What follows belongs to an exercise in optimizing a design on an open flow for small area and a short achievable clock period; a production flow would make more cautious choices. RTL that was checked went through simulation tests only; none was proved equivalent to the original.

==> inputs of job 2040 <==
==> flow/design.v (excerpt) <==
module fft(rst,s,x0,x1,x2,x3,x4,x5,x6,x7,real_out,img_out,clk);
clock: 72.0 ns
lec_check: 0
abc_area: 1
cap_margin: 20
core_margin: 2
core_utilization: 40
slew_margin: 20
standard.sh (not shown) runs the stock make flow with config.mk's settings and CLKGATE_MAP_FILE= SYNTH_SCRIPT=/design/flow/synth_recipe.tcl, a recipe that flattens the netlist after the stock synthesis.
==> flow/flow/run.sh <==
#!/bin/bash
# The standard layout (standard.sh) with these changes:
#  - synthesis: the standard flow's synthesis script (synth_recipe.tcl, unchanged) runs
#    with ABC's area mapper (flow/abc_amap.script) in place of ORFS's abc_area.script, and without Yosys's extract_fa, so ABC maps the adders too. Registers are mapped before either step, so they
#    are the standard synthesis's;
#  - the timing repair steps (floorplan, CTS, global route) aim for a setup
#    slack of SETUP_SLACK_MARGIN ns; the SDC and clock period are unchanged;
#  - every input and output port gets a buf_1 as its buffer.
# Tool output: standard.log here, and ORFS's logs under orfs/logs.
set -e
W=$PWD
cat > $W/synth_own.tcl <<EOT
proc extract_fa {args} { puts "extract_fa skipped" }
proc abc {args} {
  set i [lsearch -exact \$args -script]
  if {\$i >= 0 && "abc_amap.script" ne ""} { lset args [expr {\$i + 1}] $W/flow/abc_amap.script }
  yosys abc {*}\$args
}
source $W/synth_recipe.tcl
EOT
sed -e "s|SYNTH_SCRIPT=[^ ]*|SYNTH_SCRIPT=$W/synth_own.tcl|" standard.sh > standard_own.sh
export SETUP_SLACK_MARGIN=44
export BUFFER_PORTS_ARGS="-buffer_cell sky130_fd_sc_hd__buf_1"
bash standard_own.sh > standard.log 2>&1
==> flow/flow/abc_amap.script <==
strash
balance
rewrite
refactor
balance
rewrite
rewrite -z
balance
refactor -z
rewrite -z
balance
dch
amap
topo
stime -c
buffer -c
upsize -c
dnsize -c
==> inputs of job 8271, as changes to job 2040 <==
==> flow/flow/run.sh (replaced) <==
#!/bin/bash
export SETUP_SLACK_MARGIN=47
export BUFFER_PORTS_ARGS="-buffer_cell sky130_fd_sc_hd__buf_2"
bash standard.sh > standard.log 2>&1
removed: flow/flow/abc_amap.script
==> summary.md <==
| Metric | Value |
|---|---|
| Outcome | `timing/DRC/antenna clean` |
| Via count | `72300` |
| Worst Setup SP | `qW[4]` |
| Commonest non-fill, non-tap cell in the layout | `nand2_1` |
| Non-Clock Inverter Count | `1728` |
That was job 8271.
==> summary.md <==
| Metric | Value |
|---|---|
| Commonest non-fill, non-tap cell in the layout | `nor2_1` |
| Outcome | `timing/DRC/antenna clean` |
| Worst Setup SP | `qY[1]` |
| Non-Clock Inverter Count | `938` |
| Via count | `69100` |
That was job 2040.


==> garnet <==
fft, a different RTL version from the one above (not shown whole).
## fft
module fft(rst,s,x0,x1,x2,x3,x4,x5,x6,x7,real_out,img_out,clk);
==> module fa_one, before the edit <==
module fa_one(input [31:0] a, input [31:0] b, output [31:0] y);
  wire sa = a[31], sb = b[31];
  wire [7:0] ea = a[30:23], eb = b[30:23];
  wire [22:0] fa = a[22:0], fb = b[22:0];
  wire [7:0] d; wire dco; pa_a8 ud(.a(ea), .b(~eb), .cin(1'b1), .s(d), .cout(dco));
  wire [7:0] dn = eb - ea;
  wire [7:0] sh = d[7] ? dn : d;
  wire dz = (ea == eb);
  wire [22:0] cmps; wire fgt; pa_a23 uc(.a(fa), .b(~fb), .cin(1'b0), .s(cmps), .cout(fgt));
  wire swap = d[7] | (dz & ~fgt);
  wire [7:0] eg = swap ? eb : ea;
  wire [23:0] mg = {1'b1, swap ? fb : fa};
  wire [23:0] ml0 = {1'b1, swap ? fa : fb};
  wire big = (sh[7:5] != 3'd0) | (sh[4] & sh[3]);
  wire [23:0] ml = big ? 24'd0 : (ml0 >> sh[4:0]);
  wire eff = sa ^ sb;
  wire [24:0] r; wire rco;
  pa_a25 ad(.a({1'b0, mg}), .b({1'b0, ml} ^ {25{eff}}), .cin(eff), .s(r), .cout(rco));
  wire [24:0] rm = {r[24] & ~eff, r[23:0]};
  reg [4:0] L;
  integer i_L;
  always @* begin
    L = 5'd24;
    for (i_L = 0; i_L < 25; i_L = i_L + 1)
      if (rm[i_L]) L = 5'd24 - i_L[4:0];
  end
  wire [24:0] nr = rm << L;
  wire [7:0] e = eg + 8'd1 - {3'd0, L};
  assign y = {swap ? sb : sa, e, nr[23:1]};
endmodule
==> module stage2, before the edit <==
module stage2(s,R1,S1,R2,S2,X,Y,M3);
  input [2:0] s;
  input [59:0] R1,S1,R2,S2;
  output [31:0] X,Y;
  output [31:0] M3;
  wire [64:0] P1,Q1,P2,Q2;
  fa_pair_norm n1(.s(R1[24:0]), .df(R1[48:25]), .eg(R1[56:49]), .rs(P1[61:31]), .rd(P1[30:0]));
  fa_pair_norm n2(.s(S1[24:0]), .df(S1[48:25]), .eg(S1[56:49]), .rs(Q1[61:31]), .rd(Q1[30:0]));
  fa_pair_norm n3(.s(R2[24:0]), .df(R2[48:25]), .eg(R2[56:49]), .rs(P2[61:31]), .rd(P2[30:0]));
  fa_pair_norm n4(.s(S2[24:0]), .df(S2[48:25]), .eg(S2[56:49]), .rs(Q2[61:31]), .rd(Q2[30:0]));
  assign P1[64:62] = R1[59:57];
  assign Q1[64:62] = S1[59:57];
  assign P2[64:62] = R2[59:57];
  assign Q2[64:62] = S2[59:57];
  function [31:0] sum_of;
    input [64:0] p;
    sum_of = p[63] ? {p[64], p[30:0]} : {p[64], p[61:31]};
  endfunction
  function [31:0] diff_of;
    input [64:0] p;
    diff_of = p[63] ? {p[62], p[61:31]} : {p[62], p[30:0]};
  endfunction
  wire [30:0] mA1 = P1[63] ? P1[30:0] : P1[61:31];
  wire [30:0] mC1 = Q1[63] ? Q1[30:0] : Q1[61:31];
  wire [30:0] mD1 = Q1[63] ? Q1[61:31] : Q1[30:0];
  wire [30:0] mA2 = P2[63] ? P2[30:0] : P2[61:31];
  wire [30:0] mC2 = Q2[63] ? Q2[30:0] : Q2[61:31];
  wire [31:0] B2 = diff_of(P2), D2 = diff_of(Q2);
  wire [31:0] M1;
  fm707 m1(.a(B2), .y(M1));
  fm707s m3(.a(D2), .y(M3));
  wire odd = s[0];
  wire rho = s[1] ^ s[2];
  wire sg = odd ? rho : s[1];
  wire [31:0] ra = {odd ? P1[62] : P1[64], (odd == P1[63]) ? P1[61:31] : P1[30:0]};
  wire [31:0] rb = odd ? M1 : {Q1[64], mC1};
  wire [31:0] ia = odd ? {Q1[62], mD1} : {P2[64], mA2};
  wire [31:0] ib = odd ? M1 : {Q2[64], mC2};
  fa_one ur(.a(ra), .b({rb[31] ^ sg, rb[30:0]}), .y(X));
  fa_one ui(.a(ia), .b({ib[31] ^ sg, ib[30:0]}), .y(Y));
endmodule
export LEC_CHECK = 0
export ABC_AREA = 1
export CAP_MARGIN = 20
export CORE_MARGIN = 2
export CORE_UTILIZATION = 40
export SLEW_MARGIN = 20
create_clock -name core_clock -period 72.0 [get_ports {clk}]
==> flow/flow/run.sh <==
#!/bin/bash
# The standard layout (standard.sh) with these changes:
#  - synthesis: the standard flow's synthesis script (synth_recipe.tcl, unchanged) runs
#    with ORFS's own ABC script, and without Yosys's extract_fa, so ABC maps the adders too. Registers are mapped before either step, so they
#    are the standard synthesis's;
#  - the timing repair steps (floorplan, CTS, global route) aim for a setup
#    slack of SETUP_SLACK_MARGIN ns; the SDC and clock period are unchanged;
#  - every input and output port gets a buf_2 as its buffer.
# Tool output: standard.log here, and ORFS's logs under orfs/logs.
set -e
W=$PWD
cat > $W/synth_own.tcl <<EOT
proc extract_fa {args} { puts "extract_fa skipped" }
proc abc {args} {
  set i [lsearch -exact \$args -script]
  if {\$i >= 0 && "" ne ""} { lset args [expr {\$i + 1}] $W/flow/ }
  yosys abc {*}\$args
}
source $W/synth_recipe.tcl
EOT
sed -e "s|SYNTH_SCRIPT=[^ ]*|SYNTH_SCRIPT=$W/synth_own.tcl|" standard.sh > standard_own.sh
export SETUP_SLACK_MARGIN=48
export BUFFER_PORTS_ARGS="-buffer_cell sky130_fd_sc_hd__buf_2"
bash standard_own.sh > standard.log 2>&1
==> zinc: changes against garnet <==
--- a/flow/design.v
+++ b/flow/design.v
@@ -1,45 +1,43 @@
-module fa_pair_raw(input [31:0] a, input [31:0] b, output [24:0] s, output [23:0] df,
-               output [7:0] eg, output sy, output sz, output eff);
+module fa_pair(input [31:0] a, input [31:0] b, output [30:0] rs, output [30:0] rd,
+               output sy, output sz, output eff);
   wire sa = a[31], sb = b[31];
   wire [7:0] ea = a[30:23], eb = b[30:23];
   wire [22:0] fa = a[22:0], fb = b[22:0];
   wire [7:0] d; wire dco; pa_a8 ud(.a(ea), .b(~eb), .cin(1'b1), .s(d), .cout(dco));
   wire [7:0] dn = eb - ea;
   wire [7:0] sh = d[7] ? dn : d;
   wire dz = (ea == eb);
   wire [22:0] cmps; wire fgt; pa_a23 uc(.a(fa), .b(~fb), .cin(1'b0), .s(cmps), .cout(fgt));
   wire swap = d[7] | (dz & ~fgt);
-  assign eg = swap ? eb : ea;
+  wire [7:0] eg = swap ? eb : ea;
   wire [23:0] mg = {1'b1, swap ? fb : fa};
   wire [23:0] ml0 = {1'b1, swap ? fa : fb};
   wire big = (sh[7:5] != 3'd0) | (sh[4] & sh[3]);
   wire [23:0] ml = big ? 24'd0 : (ml0 >> sh[4:0]);
-  wire sco;
+  wire [24:0] s; wire sco;
   pa_a25 as(.a({1'b0, mg}), .b({1'b0, ml}), .cin(1'b0), .s(s), .cout(sco));
-  wire dfco;
-  pa_a24 adf(.a(mg), .b(~ml), .cin(1'b1), .s(df), .cout(dfco));
-  assign sy = swap ? sb : sa;
-  assign sz = swap ? ~sb : sa;
-  assign eff = sa ^ sb;
-endmodule
-module fa_pair_norm(input [24:0] s, input [23:0] df, input [7:0] eg, output [30:0] rs, output [30:0] rd);
   wire [22:0] fs = s[24] ? s[23:1] : s[22:0];
   wire [7:0] es = eg + {7'd0, s[24]};
+  wire [23:0] df; wire dfco;
+  pa_a24 adf(.a(mg), .b(~ml), .cin(1'b1), .s(df), .cout(dfco));
   reg [4:0] L;
   integer i_L;
   always @* begin
     L = 5'd23;
     for (i_L = 0; i_L < 24; i_L = i_L + 1)
       if (df[i_L]) L = 5'd23 - i_L[4:0];
   end
   wire [23:0] dn2 = df << L;
   wire [22:0] fd = dn2[22:0];
   wire [7:0] ed = eg - {3'd0, L};
+  assign sy = swap ? sb : sa;
+  assign sz = swap ? ~sb : sa;
+  assign eff = sa ^ sb;
   assign rs = {es, fs};
   assign rd = {ed, fd};
 endmodule
 module fa_one(input [31:0] a, input [31:0] b, output [31:0] y);
   wire sa = a[31], sb = b[31];
   wire [7:0] ea = a[30:23], eb = b[30:23];
   wire [22:0] fa = a[22:0], fb = b[22:0];
   wire [7:0] d; wire dco; pa_a8 ud(.a(ea), .b(~eb), .cin(1'b1), .s(d), .cout(dco));
@@ -63,54 +61,16 @@
     L = 5'd24;
     for (i_L = 0; i_L < 25; i_L = i_L + 1)
       if (rm[i_L]) L = 5'd24 - i_L[4:0];
   end
   wire [24:0] nr = rm << L;
   wire [7:0] e = eg + 8'd1 - {3'd0, L};
   assign y = {swap ? sb : sa, e, nr[23:1]};
 endmodule
-module fa_one_ctl(input [31:0] a, input [31:0] b, output [6:0] c);
-  wire sa = a[31], sb = b[31];
-  wire [7:0] ea = a[30:23], eb = b[30:23];
-  wire [22:0] fa = a[22:0], fb = b[22:0];
-  wire [7:0] d; wire dco; pa_a8 ud(.a(ea), .b(~eb), .cin(1'b1), .s(d), .cout(dco));
-  wire [7:0] dn = eb - ea;
-  wire [7:0] sh = d[7] ? dn : d;
-  wire dz = (ea == eb);
-  wire [22:0] cmps; wire fgt; pa_a23 uc(.a(fa), .b(~fb), .cin(1'b0), .s(cmps), .cout(fgt));
-  wire swap = d[7] | (dz & ~fgt);
-  wire big = (sh[7:5] != 3'd0) | (sh[4] & sh[3]);
-  assign c = {swap, big, sh[4:0]};
-endmodule
-module fa_one_dp(input [31:0] a, input [31:0] b, input [6:0] c, output [31:0] y);
-  wire sa = a[31], sb = b[31];
-  wire [7:0] ea = a[30:23], eb = b[30:23];
-  wire [22:0] fa = a[22:0], fb = b[22:0];
-  wire swap = c[6], big = c[5];
-  wire [7:0] sh = {3'd0, c[4:0]};
-  wire [7:0] eg = swap ? eb : ea;
-  wire [23:0] mg = {1'b1, swap ? fb : fa};
-  wire [23:0] ml0 = {1'b1, swap ? fa : fb};
-  wire [23:0] ml = big ? 24'd0 : (ml0 >> sh[4:0]);
-  wire eff = sa ^ sb;
-  wire [24:0] r; wire rco;
-  pa_a25 ad(.a({1'b0, mg}), .b({1'b0, ml} ^ {25{eff}}), .cin(eff), .s(r), .cout(rco));
-  wire [24:0] rm = {r[24] & ~eff, r[23:0]};
-  reg [4:0] L;
-  integer i_L;
-  always @* begin
-    L = 5'd24;
-    for (i_L = 0; i_L < 25; i_L = i_L + 1)
-      if (rm[i_L]) L = 5'd24 - i_L[4:0];
-  end
-  wire [24:0] nr = rm << L;
-  wire [7:0] e = eg + 8'd1 - {3'd0, L};
-  assign y = {swap ? sb : sa, e, nr[23:1]};
-endmodule
 module pa_a8(input [7:0] a, input [7:0] b, input cin, output [7:0] s, output cout);
   wire [7:0] g0 = a & b; wire [7:0] p0 = a ^ b;
   wire G1 = g0[0] | (p0[0] & cin);
   wire G2 = g0[2] | (p0[2] & g0[1]);
   wire P2 = p0[2] & p0[1];
   wire G3 = g0[4] | (p0[4] & g0[3]);
   wire P3 = p0[4] & p0[3];
   wire G4 = g0[6] | (p0[6] & g0[5]);
@@ -397,19 +357,19 @@
   assign s[21] = p0[21] ^ G31;
   assign s[22] = p0[22] ^ G43;
   assign s[23] = p0[23] ^ G24;
   assign s[24] = p0[24] ^ G44;
   assign cout = G32;
 endmodule
 module stage1(x0,x4,x2,x6,P,Q);
   input [31:0] x0,x4,x2,x6;
-  output [59:0] P,Q;
-  fa_pair_raw u0(.a(x0), .b(x4), .s(P[24:0]), .df(P[48:25]), .eg(P[56:49]), .sz(P[57]), .eff(P[58]), .sy(P[59]));
-  fa_pair_raw u1(.a(x2), .b(x6), .s(Q[24:0]), .df(Q[48:25]), .eg(Q[56:49]), .sz(Q[57]), .eff(Q[58]), .sy(Q[59]));
+  output [64:0] P,Q;
+  fa_pair u0(.a(x0), .b(x4), .rs(P[61:31]), .rd(P[30:0]), .sy(P[64]), .eff(P[63]), .sz(P[62]));
+  fa_pair u1(.a(x2), .b(x6), .rs(Q[61:31]), .rd(Q[30:0]), .sy(Q[64]), .eff(Q[63]), .sz(Q[62]));
 endmodule
 module fm707(input [31:0] a, output [31:0] y);
   wire [22:0] f = a[22:0];
   wire [22:0] fn = ~a[22:0];
   wire [24:0] F3; wire F3co;
   fm707_x3 u3(.a({2'b00, f}), .b({1'b0, f, 1'b0}), .cin(1'b0), .s(F3), .cout(F3co));
   wire [24:0] F3n = ~F3;
   wire t1 = F3n[0] ^ F3n[16];
@@ -1125,30 +1085,21 @@
   assign s[19] = p0[19] ^ G19;
   assign s[20] = p0[20] ^ G20;
   assign s[21] = p0[21] ^ G21;
   assign s[22] = p0[22] ^ G22;
   assign s[23] = p0[23] ^ G23;
   assign s[24] = p0[24] ^ G24;
   assign cout = G25;
 endmodule
-module stage2(s,R1,S1,R2,S2,X,Y,M3);
+module stage2(s,P1,Q1,P2,Q2,X,Y,M3);
   input [2:0] s;
-  input [59:0] R1,S1,R2,S2;
+  input [64:0] P1,Q1,P2,Q2;
   output [31:0] X,Y;
   output [31:0] M3;
-  wire [64:0] P1,Q1,P2,Q2;
-  fa_pair_norm n1(.s(R1[24:0]), .df(R1[48:25]), .eg(R1[56:49]), .rs(P1[61:31]), .rd(P1[30:0]));
-  fa_pair_norm n2(.s(S1[24:0]), .df(S1[48:25]), .eg(S1[56:49]), .rs(Q1[61:31]), .rd(Q1[30:0]));
-  fa_pair_norm n3(.s(R2[24:0]), .df(R2[48:25]), .eg(R2[56:49]), .rs(P2[61:31]), .rd(P2[30:0]));
-  fa_pair_norm n4(.s(S2[24:0]), .df(S2[48:25]), .eg(S2[56:49]), .rs(Q2[61:31]), .rd(Q2[30:0]));
-  assign P1[64:62] = R1[59:57];
-  assign Q1[64:62] = S1[59:57];
-  assign P2[64:62] = R2[59:57];
-  assign Q2[64:62] = S2[59:57];
   function [31:0] sum_of;
     input [64:0] p;
     sum_of = p[63] ? {p[64], p[30:0]} : {p[64], p[61:31]};
   endfunction
   function [31:0] diff_of;
     input [64:0] p;
     diff_of = p[63] ? {p[62], p[61:31]} : {p[62], p[30:0]};
   endfunction
@@ -1166,27 +1117,26 @@
   wire sg = odd ? rho : s[1];
   wire [31:0] ra = {odd ? P1[62] : P1[64], (odd == P1[63]) ? P1[61:31] : P1[30:0]};
   wire [31:0] rb = odd ? M1 : {Q1[64], mC1};
   wire [31:0] ia = odd ? {Q1[62], mD1} : {P2[64], mA2};
   wire [31:0] ib = odd ? M1 : {Q2[64], mC2};
   fa_one ur(.a(ra), .b({rb[31] ^ sg, rb[30:0]}), .y(X));
   fa_one ui(.a(ia), .b({ib[31] ^ sg, ib[30:0]}), .y(Y));
 endmodule
-module mux8to1(s,z,X,Y,W,M3s,cR,cI,real_out,img_out);
+module mux8to1(s,z,X,Y,W,M3s,real_out,img_out);
   input [2:0] s;
   input z;
   input [31:0] X,Y,W;
   input M3s;
-  input [6:0] cR,cI;
   output [31:0] real_out,img_out;
   wire odd = s[0];
   wire [31:0] rs, is;
-  fa_one_dp ur(.a(X), .b(W), .c(cR), .y(rs));
-  fa_one_dp ui(.a(Y), .b({M3s, W[30:0]}), .c(cI), .y(is));
+  fa_one ur(.a(X), .b(W), .y(rs));
+  fa_one ui(.a(Y), .b({M3s, W[30:0]}), .y(is));
   reg [31:0] zr, zi;
   always @* begin
     case (s)
       3'd0: begin zr = 32'h01800000; zi = 32'h00000000; end
       3'd1: begin zr = 32'hf4800000; zi = 32'h751a7efa; end
       3'd2: begin zr = 32'hf5000000; zi = 32'h75000000; end
       3'd3: begin zr = 32'hf4800000; zi = 32'hf4800000; end
       3'd4: begin zr = 32'h01800000; zi = 32'h00000000; end
@@ -1200,34 +1150,30 @@
                    (~s[1] ? 32'd0 : {Y[31] ^ ~s[2], Y[30:0]});
 endmodule
 module fft(rst,s,x0,x1,x2,x3,x4,x5,x6,x7,real_out,img_out,clk);
 input rst;
 input [31:0] x0,x1,x2,x3,x4,x5,x6,x7;
 input [2:0] s;
 input clk;
 output [31:0] real_out,img_out;
-wire [59:0] R1,S1,R2,S2;
-stage1 s1(.x0(x0),.x4(x4),.x2(x2),.x6(x6),.P(R1),.Q(S1));
-stage1 s2(.x0(x1),.x4(x5),.x2(x3),.x6(x7),.P(R2),.Q(S2));
-reg [59:0] qR1,qS1,qR2,qS2;
+wire [64:0] P1,Q1,P2,Q2;
+stage1 s1(.x0(x0),.x4(x4),.x2(x2),.x6(x6),.P(P1),.Q(Q1));
+stage1 s2(.x0(x1),.x4(x5),.x2(x3),.x6(x7),.P(P2),.Q(Q2));
+reg [64:0] qP1,qQ1,qP2,qQ2;
 reg rst1, rst2;
 always @(posedge clk)
 begin
-qR1<=R1; qS1<=S1; qR2<=R2; qS2<=S2;
+qP1<=P1; qQ1<=Q1; qP2<=P2; qQ2<=Q2;
 rst1<=rst; rst2<=rst1;
 end
 wire [31:0] X,Y,M3;
-stage2 st2(.s(s),.R1(qR1),.S1(qS1),.R2(qR2),.S2(qS2),.X(X),.Y(Y),.M3(M3));
+stage2 st2(.s(s),.P1(qP1),.Q1(qQ1),.P2(qP2),.Q2(qQ2),.X(X),.Y(Y),.M3(M3));
 wire [31:0] W = s[0] ? {M3[31] ^ ~(s[1] ^ s[2]), M3[30:0]} : Y;
-wire [6:0] cR, cI;
-fa_one_ctl kr(.a(X), .b(W), .c(cR));
-fa_one_ctl ki(.a(Y), .b(W), .c(cI));
 reg [31:0] qX,qY,qW;
-reg [6:0] qcR,qcI;
 reg qM3s;
 reg [2:0] qs;
 always @(posedge clk)
 begin
-qX<=X; qY<=Y; qW<=W; qM3s<=M3[31]; qs<=s; qcR<=cR; qcI<=cI;
+qX<=X; qY<=Y; qW<=W; qM3s<=M3[31]; qs<=s;
 end
-mux8to1 m1(.s(qs),.z(rst2),.X(qX),.Y(qY),.W(qW),.M3s(qM3s),.cR(qcR),.cI(qcI),.real_out(real_out),.img_out(img_out));
+mux8to1 m1(.s(qs),.z(rst2),.X(qX),.Y(qY),.W(qW),.M3s(qM3s),.real_out(real_out),.img_out(img_out));
 endmodule
==> flow/flow/run.sh (replaced) <==
#!/bin/bash
# The standard layout (standard.sh) with these changes:
#  - synthesis: the standard flow's synthesis script (synth_recipe.tcl, unchanged) runs
#    with ABC's area mapper (flow/abc_amap.script) in place of ORFS's abc_area.script, and without Yosys's extract_fa, so ABC maps the adders too. Registers are mapped before either step, so they
#    are the standard synthesis's;
#  - the timing repair steps (floorplan, CTS, global route) aim for a setup
#    slack of SETUP_SLACK_MARGIN ns; the SDC and clock period are unchanged;
#  - every input and output port gets a buf_2 as its buffer.
# Tool output: standard.log here, and ORFS's logs under orfs/logs.
set -e
W=$PWD
cat > $W/synth_own.tcl <<EOT
proc extract_fa {args} { puts "extract_fa skipped" }
proc abc {args} {
  set i [lsearch -exact \$args -script]
  if {\$i >= 0 && "abc_amap.script" ne ""} { lset args [expr {\$i + 1}] $W/flow/abc_amap.script }
  yosys abc {*}\$args
}
source $W/synth_recipe.tcl
EOT
sed -e "s|SYNTH_SCRIPT=[^ ]*|SYNTH_SCRIPT=$W/synth_own.tcl|" standard.sh > standard_own.sh
export SETUP_SLACK_MARGIN=46
export BUFFER_PORTS_ARGS="-buffer_cell sky130_fd_sc_hd__buf_2"
bash standard_own.sh > standard.log 2>&1
==> flow/flow/abc_amap.script (new file) <==
strash
balance
rewrite
refactor
balance
rewrite
rewrite -z
balance
refactor -z
rewrite -z
balance
dch
amap
topo
stime -c
buffer -c
upsize -c
dnsize -c
==> willow: changes against garnet <==
--- a/flow/design.v
+++ b/flow/design.v
@@ -33,46 +33,16 @@
       if (df[i_L]) L = 5'd23 - i_L[4:0];
   end
   wire [23:0] dn2 = df << L;
   wire [22:0] fd = dn2[22:0];
   wire [7:0] ed = eg - {3'd0, L};
   assign rs = {es, fs};
   assign rd = {ed, fd};
 endmodule
-module fa_one(input [31:0] a, input [31:0] b, output [31:0] y);
-  wire sa = a[31], sb = b[31];
-  wire [7:0] ea = a[30:23], eb = b[30:23];
-  wire [22:0] fa = a[22:0], fb = b[22:0];
-  wire [7:0] d; wire dco; pa_a8 ud(.a(ea), .b(~eb), .cin(1'b1), .s(d), .cout(dco));
-  wire [7:0] dn = eb - ea;
-  wire [7:0] sh = d[7] ? dn : d;
-  wire dz = (ea == eb);
-  wire [22:0] cmps; wire fgt; pa_a23 uc(.a(fa), .b(~fb), .cin(1'b0), .s(cmps), .cout(fgt));
-  wire swap = d[7] | (dz & ~fgt);
-  wire [7:0] eg = swap ? eb : ea;
-  wire [23:0] mg = {1'b1, swap ? fb : fa};
-  wire [23:0] ml0 = {1'b1, swap ? fa : fb};
-  wire big = (sh[7:5] != 3'd0) | (sh[4] & sh[3]);
-  wire [23:0] ml = big ? 24'd0 : (ml0 >> sh[4:0]);
-  wire eff = sa ^ sb;
-  wire [24:0] r; wire rco;
-  pa_a25 ad(.a({1'b0, mg}), .b({1'b0, ml} ^ {25{eff}}), .cin(eff), .s(r), .cout(rco));
-  wire [24:0] rm = {r[24] & ~eff, r[23:0]};
-  reg [4:0] L;
-  integer i_L;
-  always @* begin
-    L = 5'd24;
-    for (i_L = 0; i_L < 25; i_L = i_L + 1)
-      if (rm[i_L]) L = 5'd24 - i_L[4:0];
-  end
-  wire [24:0] nr = rm << L;
-  wire [7:0] e = eg + 8'd1 - {3'd0, L};
-  assign y = {swap ? sb : sa, e, nr[23:1]};
-endmodule
 module fa_one_ctl(input [31:0] a, input [31:0] b, output [6:0] c);
   wire sa = a[31], sb = b[31];
   wire [7:0] ea = a[30:23], eb = b[30:23];
   wire [22:0] fa = a[22:0], fb = b[22:0];
   wire [7:0] d; wire dco; pa_a8 ud(.a(ea), .b(~eb), .cin(1'b1), .s(d), .cout(dco));
   wire [7:0] dn = eb - ea;
   wire [7:0] sh = d[7] ? dn : d;
   wire dz = (ea == eb);
@@ -1147,34 +1117,36 @@
   function [31:0] sum_of;
     input [64:0] p;
     sum_of = p[63] ? {p[64], p[30:0]} : {p[64], p[61:31]};
   endfunction
   function [31:0] diff_of;
     input [64:0] p;
     diff_of = p[63] ? {p[62], p[61:31]} : {p[62], p[30:0]};
   endfunction
-  wire [30:0] mA1 = P1[63] ? P1[30:0] : P1[61:31];
-  wire [30:0] mC1 = Q1[63] ? Q1[30:0] : Q1[61:31];
-  wire [30:0] mD1 = Q1[63] ? Q1[61:31] : Q1[30:0];
-  wire [30:0] mA2 = P2[63] ? P2[30:0] : P2[61:31];
-  wire [30:0] mC2 = Q2[63] ? Q2[30:0] : Q2[61:31];
-  wire [31:0] B2 = diff_of(P2), D2 = diff_of(Q2);
+  wire [31:0] A1 = sum_of(P1), B1 = diff_of(P1), C1 = sum_of(Q1), D1 = diff_of(Q1);
+  wire [31:0] A2 = sum_of(P2), B2 = diff_of(P2), C2 = sum_of(Q2);
+  wire [31:0] D2 = diff_of(Q2);
   wire [31:0] M1;
   fm707 m1(.a(B2), .y(M1));
   fm707s m3(.a(D2), .y(M3));
+  wire [6:0] c_re, c_ro, c_ie, c_io;
+  fa_one_ctl fre(.a(A1), .b(C1), .c(c_re));
+  fa_one_ctl fro(.a(B1), .b(M1), .c(c_ro));
+  fa_one_ctl fie(.a(A2), .b(C2), .c(c_ie));
+  fa_one_ctl fio(.a(D1), .b(M1), .c(c_io));
   wire odd = s[0];
   wire rho = s[1] ^ s[2];
   wire sg = odd ? rho : s[1];
-  wire [31:0] ra = {odd ? P1[62] : P1[64], (odd == P1[63]) ? P1[61:31] : P1[30:0]};
-  wire [31:0] rb = odd ? M1 : {Q1[64], mC1};
-  wire [31:0] ia = odd ? {Q1[62], mD1} : {P2[64], mA2};
-  wire [31:0] ib = odd ? M1 : {Q2[64], mC2};
-  fa_one ur(.a(ra), .b({rb[31] ^ sg, rb[30:0]}), .y(X));
-  fa_one ui(.a(ia), .b({ib[31] ^ sg, ib[30:0]}), .y(Y));
+  wire [31:0] ra = odd ? B1 : A1;
+  wire [31:0] rb = odd ? M1 : C1;
+  wire [31:0] ia = odd ? D1 : A2;
+  wire [31:0] ib = odd ? M1 : C2;
+  fa_one_dp ur(.a(ra), .b({rb[31] ^ sg, rb[30:0]}), .c(odd ? c_ro : c_re), .y(X));
+  fa_one_dp ui(.a(ia), .b({ib[31] ^ sg, ib[30:0]}), .c(odd ? c_io : c_ie), .y(Y));
 endmodule
 module mux8to1(s,z,X,Y,W,M3s,cR,cI,real_out,img_out);
   input [2:0] s;
   input z;
   input [31:0] X,Y,W;
   input M3s;
   input [6:0] cR,cI;
   output [31:0] real_out,img_out;
==> flow/flow/run.sh (replaced) <==
#!/bin/bash
# The standard layout (standard.sh) with these changes:
#  - synthesis: the standard flow's synthesis script (synth_recipe.tcl, unchanged) runs
#    with ABC's area mapper (flow/abc_amap.script) in place of ORFS's abc_area.script, and without Yosys's extract_fa, so ABC maps the adders too. Registers are mapped before either step, so they
#    are the standard synthesis's;
#  - the timing repair steps aim for a setup slack of SETUP_SLACK_MARGIN ns
#    (45 up to CTS, 47 after global routing); the SDC and clock period
#    are unchanged;
#  - every input and output port gets a buf_1 as its buffer.
# Tool output: standard.log here, and ORFS's logs under orfs/logs.
set -e
W=$PWD
cat > $W/synth_own.tcl <<EOT
proc extract_fa {args} { puts "extract_fa skipped" }
proc abc {args} {
  set i [lsearch -exact \$args -script]
  if {\$i >= 0 && "abc_amap.script" ne ""} { lset args [expr {\$i + 1}] $W/flow/abc_amap.script }
  yosys abc {*}\$args
}
source $W/synth_recipe.tcl
EOT
sed -e "s|SYNTH_SCRIPT=[^ ]*|SYNTH_SCRIPT=$W/synth_own.tcl|" standard.sh > standard_own.sh
export BUFFER_PORTS_ARGS="-buffer_cell sky130_fd_sc_hd__buf_1"
# repair up to CTS aims for SETUP_SLACK_MARGIN=45, the one after global
# routing (with its better parasitics) for 47
SETUP_SLACK_MARGIN=45 bash standard_own.sh cts > standard.log 2>&1
SETUP_SLACK_MARGIN=47 bash standard_own.sh > standard_finish.log 2>&1
==> flow/flow/abc_amap.script (new file) <==
strash
balance
rewrite
refactor
balance
rewrite
rewrite -z
balance
refactor -z
rewrite -z
balance
dch
amap
topo
stime -c
buffer -c
upsize -c
dnsize -c
==> notes.md <==
garnet went through all stages and came out clean. willow completed without violations. zinc passed the timing, DRC and antenna checks.
The highest synthesized area belongs to garnet, the lowest to zinc.
The lowest synthesized cell count belongs to zinc, the highest to garnet.
Worst setup slack, lowest first: zinc, willow, garnet.
Routed wire length: willow > garnet > zinc.
Against zinc, the global-route usage of willow is higher by 2.5 points.
==> figures <==
metric	garnet	willow	zinc
X dimension of the die	410.7 µm	377.3 µm	368.6 µm
Outcome	complete, no violations	complete, no violations	complete, no violations
Std cell rows	149	136	133
Num CTS Buffers	41	40	40
Count of distinct cell types in the synthesized netlist	84	116	93
Area share of buffers outside the clock network	5.752%	5.520%	8.048%
Min setup slack post-route	48.53 ns	47.67 ns	46.06 ns
Largest net degree at the start of global routing	104	67	68
Final std cell area, no fill	0.07419 mm²	0.06145 mm²	0.06306 mm²
Met2 global-route usage	42.33%	53.22%	48.56%
For garnet, only the layout was checked, not whether the RTL still works.

==> what the ideal ports hide <==
The results above use ideal ports. As a check the final layouts listed here were re-extracted and re-timed, cells and wires unchanged. Step 1 (the two cells are an assumption about what drives the block):
set clk [get_ports {clk}]
set_driving_cell -lib_cell sky130_fd_sc_hd__clkbuf_16 $clk
set_driving_cell -lib_cell sky130_fd_sc_hd__buf_2 [delete_from_list [all_inputs] $clk]
Step 2 times the ports against the registers' clock, not the clock port: input delays grow and output delays shrink by t, the midpoint of the rising clock arrivals with the driver on. Slacks: ideal / step 1 / step 2; pairs: ideal / step 1.
| run | t (ns) | setup slack, ns | worst data-port slew with drivers (ns) | cell pins on the clock port's net |
|---|---|---|---|---|
| job 2040 | 0.663 | 45.019 / 44.947 / 44.622 | 0.15 | 1 |
| job 8271 | 0.667 | 47.696 / 47.631 / 47.209 | 0.13 | 1 |
| garnet | 0.667 | 48.525 / 48.464 / 48.129 | 0.07 | 1 |
| zinc | 0.661 | 46.064 / 45.990 / 46.088 | 0.13 | 1 |
| willow | 0.661 | 47.669 / 47.689 / 47.056 | 0.07 | 1 |
After both steps every run listed still meets setup and hold. The setup slack of willow, which loses most, moves by +0.020 ns with the drivers and by -0.613 ns with both steps.
